This is an optimization exercise on Yosys and OpenROAD, whose aim is small area and a short achievable clock period, not a production implementation.
Where RTL was checked, it was by simulation tests only, not by an equivalence proof against the original.
Power is estimated from default activity; no workload was simulated.

Setup of the baseline:
## fft_16
module fft_16 (
    input                clk,
    input                rst_n,
    input                en,
    input  signed [11:0] sin_re,
    input  signed [11:0] sin_im,
    output signed [11:0] sout_re,
    output signed [11:0] sout_im
);
Size in the first run: about 4300 cells after synthesis.
Settings: LEC_CHECK=0, ABC_CLOCK_PERIOD_IN_PS=2500, CAP_MARGIN=20, CORE_MARGIN=2, CORE_UTILIZATION=40, SLEW_MARGIN=20; clock period 11.0 ns.
standard.sh (not shown) runs the stock make flow with config.mk's settings and CLKGATE_MAP_FILE= SYNTH_SCRIPT=/design/flow/synth_recipe.tcl, a recipe that flattens the netlist after the stock synthesis.
==> flow/flow/run.sh <==
#!/bin/bash
set -euo pipefail
export SETUP_SLACK_MARGIN=7.7
bash standard.sh > make_standard.log 2>&1
Input-level comparison between the candidate and the baseline:
==> flow/flow/run.sh <==
#!/bin/bash
set -euo pipefail
export SETUP_SLACK_MARGIN=7.5
export SETUP_MOVE_SEQUENCE=unbuffer,sizeup,swap,clone,split
bash standard.sh > make_standard.log 2>&1
==> summary.txt <==
- Compared with the baseline, in the candidate least setup slack across all paths after layout went down by 0.17 ns; internal power of the cells rose by about 0.4%; clock-buffer cell count moved down; sequential share of layout area picked up an extra 0.68 points; length of routed met3 wiring saw a decrease.
- Against the baseline, via count in the candidate fell slightly.
No run of this note included a check of the RTL's function; only the layout flow was run.


## JK
fft_16, a different RTL version from the one above (not shown whole).
Size in the first run: about 4200 cells after synthesis, ~660 flip-flops, about 51 I/O pins, roughly 40000 sq um of cells after synthesis.
==> flow/config.mk <==
export PLATFORM = sky130hd
export DESIGN_NAME = fft_16
export DESIGN_NICKNAME = fft_16
export VERILOG_FILES = /design/flow/design.v
export SDC_FILE = /design/flow/constraint.sdc
export NUM_CORES = 4
export LEC_CHECK = 0
export ABC_CLOCK_PERIOD_IN_PS = 2500
export CAP_MARGIN = 20
export CORE_MARGIN = 2
export CORE_UTILIZATION = 40
export SLEW_MARGIN = 20
==> flow/constraint.sdc <==
create_clock -name core_clock -period 11.0 [get_ports {clk}]
set_input_delay 2.2000 -clock core_clock [delete_from_list [all_inputs] [get_ports {clk}]]
set_output_delay 2.2000 -clock core_clock [all_outputs]
set_load 0.01 [all_outputs]
==> flow/flow/run.sh <==
#!/bin/bash
set -euo pipefail
export SETUP_SLACK_MARGIN=7.5
bash standard.sh > make_standard.log 2>&1
Looking at the reports, JK completed the entire flow and the layout it produced met the timing, design-rule and antenna checks.
--- input diff JK..MS ---
Settings: changing CORE_UTILIZATION from 40 to 65; setting PLACE_DENSITY to 0.75 for the first time.
==> flow/flow/run.sh <==
#!/bin/bash
set -euo pipefail
export SETUP_SLACK_MARGIN=7.25
export SETUP_MOVE_SEQUENCE=unbuffer,sizeup,swap,clone,split
bash standard.sh > make_standard.log 2>&1
==> comparison <==
- MS ran to completion and came out clean on the timing, design-rule and antenna checks.
- Design area in MS is about 4.6% lower than in JK
- | utilization | MS vs JK | 26 points higher |
- MS vs JK on delay of the slowest critical-path stage: MS is the higher one.
- MS vs. JK: endpoint arrival time on the critical path rose 0.08 ns, setup slack of the critical path after layout saw a decrease, clock-buffer cell count went down 12, placement row count dropped 25.
--- input diff MS..AL ---
Settings: PLACE_DENSITY: 0.75 -> unset; CORE_UTILIZATION: 65 -> 40.
## What came out
- AL against MS: largest incremental delay on the critical path went down by 0.06 ns, clock power share grew by 1.3 points, weighted congestion at the end of routability-driven global placement went down, non-clock buffer count shrank by 1, wire length of the first global-routing pass now larger.
- Power consumed by the clock network (higher): AL
For TR, these inputs were changed with respect to AL:
==> flow/flow/run.sh <==
#!/bin/bash
set -euo pipefail
export SETUP_SLACK_MARGIN=8.0
bash standard.sh > make_standard.log 2>&1
## What came out
Looking at cell area after placement, TR sits about 1.9% higher than AL does. TR vs. AL: number of nets in the finished design went up by 326. On TR: total via count after detailed routing is 2103 higher than what AL gave. Sort TR and AL by layout overhead on the synthesized area, ascending, and AL comes first. Number of logic stages on the critical path including buffering sits higher in TR than in AL. Between AL and TR, the flow reports final area increasing by more than 10%. Between TR and AL, the combinational share of power is higher for TR. TR ended with more sum of internal, switching and leakage power than AL. On TR: static leakage is 0.0025 uW higher than what AL gave. TR: area taken by multi-input logic gates higher than AL. A launching instance or port of the critical path of sin_re[1] is what TR shows, while sin_im[0] belongs to AL. Against AL, met1 wire length in TR rose by a few percent.
#### Input delta (PW over TR)
==> flow/flow/run.sh <==
#!/bin/bash
set -euo pipefail
export SETUP_SLACK_MARGIN=7.5
export SETUP_MOVE_SEQUENCE=unbuffer,sizeup,swap,clone,split
bash standard.sh > make_standard.log 2>&1
PW reports its worst setup path startpoint as sin_re[0] while TR reports sin_re[1].
On layout overhead on the synthesized area, the higher figure sits with TR, not PW.
Between TR and PW, the share of the clock period used by the worst path does not differ in any meaningful way.
Worst hold slack: TR vs PW — no meaningful difference
The post-CTS repair timing setup buffer count in PW was lower than what TR gave.
Cell area | PW vs TR | PW smaller
The lower power density of the placed cells came out of TR.


Another version of the RTL of fft_16 (not shown whole).
For scale: roughly 710 flip-flops, roughly 51 I/O pins, roughly 0.044 mm^2 of cells after synthesis.
export LEC_CHECK = 0
export ABC_CLOCK_PERIOD_IN_PS = 2500
export CAP_MARGIN = 20
export CORE_MARGIN = 2
export CORE_UTILIZATION = 40
export SLEW_MARGIN = 20
create_clock -name core_clock -period 11.0 [get_ports {clk}]
==> flow/flow/run.sh <==
#!/bin/bash
set -euo pipefail
export SETUP_SLACK_MARGIN=8.0
bash standard.sh > make_standard.log 2>&1
The starting point produced a clean layout.
Next try:
==> flow/flow/run.sh (replaced) <==
#!/bin/bash
set -euo pipefail
export SETUP_SLACK_MARGIN=7.5
bash standard.sh > make_standard.log 2>&1
The changed run finished with timing, DRC and antenna clean.
Critical path depth does not change.
Combinational power goes down by about 16%.
Power goes down by about 10%.
Die area is unchanged.
Clock-buffer cell count goes up by 15.
No functional check of the RTL was part of any run of this note.


## job 4538
Another version of the RTL of fft_16 (not shown whole).
Size in the first run: roughly 4400 cells after synthesis, roughly 700 flip-flops, roughly 51 I/O pins.
Design fft_16, start of the top module:
module fft_16 (
    input                clk,
    input                rst_n,
    input                en,
    input  signed [11:0] sin_re,
    input  signed [11:0] sin_im,
    output signed [11:0] sout_re,
    output signed [11:0] sout_im
);
    function signed [11:0] sat13(input signed [12:0] x);
        sat13 = (x[12] ^ x[11]) ? {x[12], {11{~x[12]}}} : x[11:0];
    endfunction
    function signed [12:0] sx(input signed [11:0] x);
        sx = x;
    endfunction
    reg [3:0] count;
    wire [3:0] count_n = (!rst_n || !en) ? 4'd0 : count + 4'd1;
    always @(posedge clk) count <= count_n;
    reg z1;             
    reg bf2;            
    reg p2;             
    reg [47:0] sel1;    
    reg w2r, w4r, w6r;  
    wire [47:0] sel1_n;
    tf_dec dec1 (.k(count_n[2:0] + 3'd1), .sel(sel1_n));
    always @(posedge clk) begin
        z1  <= (count_n[2:0] == 3'd0);
        bf2 <= (count_n[2:0] == 3'd0) | (count_n[2] & (count_n[1] | count_n[0]));
        p2  <= (count_n[1:0] == 2'd1) & ~count_n[2];
        sel1 <= sel1_n;
        w2r <= (count_n[1:0] == 2'd1);
        w4r <= (count_n[1:0] == 2'd2);
        w6r <= (count_n[1:0] == 2'd3);
    end
    reg [7:0] age;
    always @(posedge clk) age <= rst_n ? {age[6:0], 1'b1} : 8'd0;
    wire ok1 = age[7];      
    wire ok2 = age[3];      
  ...
export LEC_CHECK = 0
export ABC_CLOCK_PERIOD_IN_PS = 2500
export CAP_MARGIN = 20
export CORE_MARGIN = 2
export CORE_UTILIZATION = 40
export SLEW_MARGIN = 20
create_clock -name core_clock -period 11.0 [get_ports {clk}]
==> flow/flow/run.sh <==
#!/bin/bash
set -euo pipefail
export SETUP_SLACK_MARGIN=7.5
export SETUP_MOVE_SEQUENCE=unbuffer,sizeup,swap,clone,split
bash standard.sh > make_standard.log 2>&1
Job 4538 finished every step from synthesis to the final layout, and the layout passed the timing, design-rule and antenna checks.
--- input diff job 4538..job 7439 ---
- an added CTS_CLUSTER_DIAMETER of 80
- an added CTS_CLUSTER_SIZE of 25
- an added PLACE_DENSITY of 0.7
diff --git a/flow/flow/run.sh b/flow/flow/run.sh
--- a/flow/flow/run.sh
+++ b/flow/flow/run.sh
@@ -3 +3 @@
-export SETUP_SLACK_MARGIN=7.5
+export SETUP_SLACK_MARGIN=7.7
## What came out
- For job 7439, the highest-delay cell along the critical path was sky130_fd_sc_hd__fa_1, unlike job 4538, where it was sky130_fd_sc_hd__fa_2.
- When job 7439 is measured against job 4538, its layout overhead on the synthesized area turns out 1.7 points lower.
- Delta(wire length, job 7439 - job 4538) > 0
- Run comparison: job 4538 class of the most critical setup path in2reg; job 7439 class of the most critical setup path reg2reg
- Job 7439 vs. job 4538: total met3 wirelength after detailed routing went up by 1.5%.
- Going from job 4538 to job 7439, number of iterations in the first detailed-routing pass grows by 5.
- Job 4538 has lower number of DRC markers in iteration 0 than job 7439.
> inputs changed (job 7439 -> job 5958)
- removing PLACE_DENSITY (formerly 0.7)
- changing CTS_CLUSTER_DIAMETER from 80 to 100
- changing CTS_CLUSTER_SIZE from 25 to 30
## What came out
- Summary: with job 7439 as the reference, routability-driven placement congestion ratio in job 5958 moved down by a few percent.
- In the metrics for job 7439 and job 5958, the one carrying the higher switching power summed over all nets is job 5958.
- Job 5958 can be clocked slower than job 7439.
- Job 5958 vs job 7439 — total power dropped slightly
- [compare] base=job 7439 new=job 5958: count of vias placed by the detailed router lower, combinational gate power higher.
- Job 5958 vs. job 7439: core utilization of the finished layout barely changed, area added between synthesis and finish shows an increase of 0.18 points.
- Status: final net count parity (job 7439, job 5958)
Input-level comparison between job 4018 and job 5958:
- swapping 100 for 80 in CTS_CLUSTER_DIAMETER
- swapping 30 for 25 in CTS_CLUSTER_SIZE
Results
Wire length of the first global-routing pass in job 4018 is 0.47% above job 5958. Compared job 4018 against job 5958; number of diodes added for antenna fixing within noise. Relative to job 5958, relative contribution of combinational cells to total power decreased by 1.5 points in job 4018. Proportion of total power due to net switching, job 4018 and job 5958: lower on job 4018. The power of the combinational group was comparable across job 4018 and job 5958. In the tables for job 4018 and job 5958, post-route minimum period reads lower with job 4018. Job 4018 against job 5958: number of clock buffers in the layout picked up an extra 14, final setup slack of the worst path picked up an extra 0.017 ns, cell internal power dissipation picked up an extra 0.19 mW, total number of vias neither gained nor lost much, worst hold slack lost 0.0095 ns.

## separate check: timing with driven ports
How much do the figures lean on ideal ports? The routed layouts below were timed once more, with nothing changed but the port constraints.
Step 1 (the two cells are an assumption about what drives the block):
set clk [get_ports {clk}]
set_driving_cell -lib_cell sky130_fd_sc_hd__clkbuf_16 $clk
set_driving_cell -lib_cell sky130_fd_sc_hd__buf_2 [delete_from_list [all_inputs] $clk]
Step 2 adds t to the input delays and takes it off the output delays; t is the mean of the earliest and latest rising clock arrival at the registers after step 1. Input paths then give back, and output paths get back, about the clock's delay inside the block.
a / b / c = no drivers / after step 1 / after step 2; a / b = the first two.
run | t (ns) | setup slack, ns | hold slack, ns | worst register clock-pin slew, ns | pins driven straight from the clock port
the baseline | 0.707 | 6.752 / 6.752 / 6.752 | 0.315 / 0.315 / 0.315 | 0.07 / 0.07 | 1
the candidate | 0.718 | 6.578 / 6.578 / 6.578 | 0.318 / 0.318 / 0.318 | 0.07 / 0.07 | 1
JK | 0.702 | 7.284 / 7.317 / 6.616 | 0.311 / 0.311 / 0.311 | 0.07 / 0.07 | 1
MS | 0.690 | 7.215 / 7.212 / 6.522 | 0.323 / 0.323 / 0.323 | 0.07 / 0.07 | 1
AL | 0.724 | 7.255 / 7.251 / 6.562 | 0.323 / 0.323 / 0.323 | 0.07 / 0.07 | 1
TR | 0.716 | 7.268 / 7.313 / 6.596 | 0.313 / 0.313 / 0.313 | 0.07 / 0.07 | 1
PW | 0.697 | 7.262 / 7.297 / 6.600 | 0.310 / 0.310 / 0.310 | 0.07 / 0.07 | 1
the first run of note 3 | 0.738 | 7.151 / 7.159 / 6.421 | 0.320 / 0.320 / 0.320 | 0.07 / 0.07 | 1
the second run of note 3 | 0.736 | 7.136 / 7.063 / 6.328 | 0.317 / 0.317 / 0.317 | 0.07 / 0.07 | 1
job 4538 | 0.721 | 7.503 / 7.489 / 6.818 | 0.318 / 0.318 / 0.318 | 0.07 / 0.07 | 1
job 7439 | 0.679 | 7.604 / 7.604 / 6.962 | 0.305 / 0.305 / 0.305 | 0.10 / 0.10 | 1
job 5958 | 0.746 | 7.580 / 7.580 / 6.974 | 0.322 / 0.322 / 0.322 | 0.12 / 0.12 | 1
job 4018 | 0.712 | 7.597 / 7.597 / 6.988 | 0.312 / 0.312 / 0.312 | 0.10 / 0.10 | 1
After both steps every run listed still meets setup and hold. The setup slack of the second run of note 3, which loses most, moves by -0.073 ns with the drivers and by -0.808 ns with both steps.
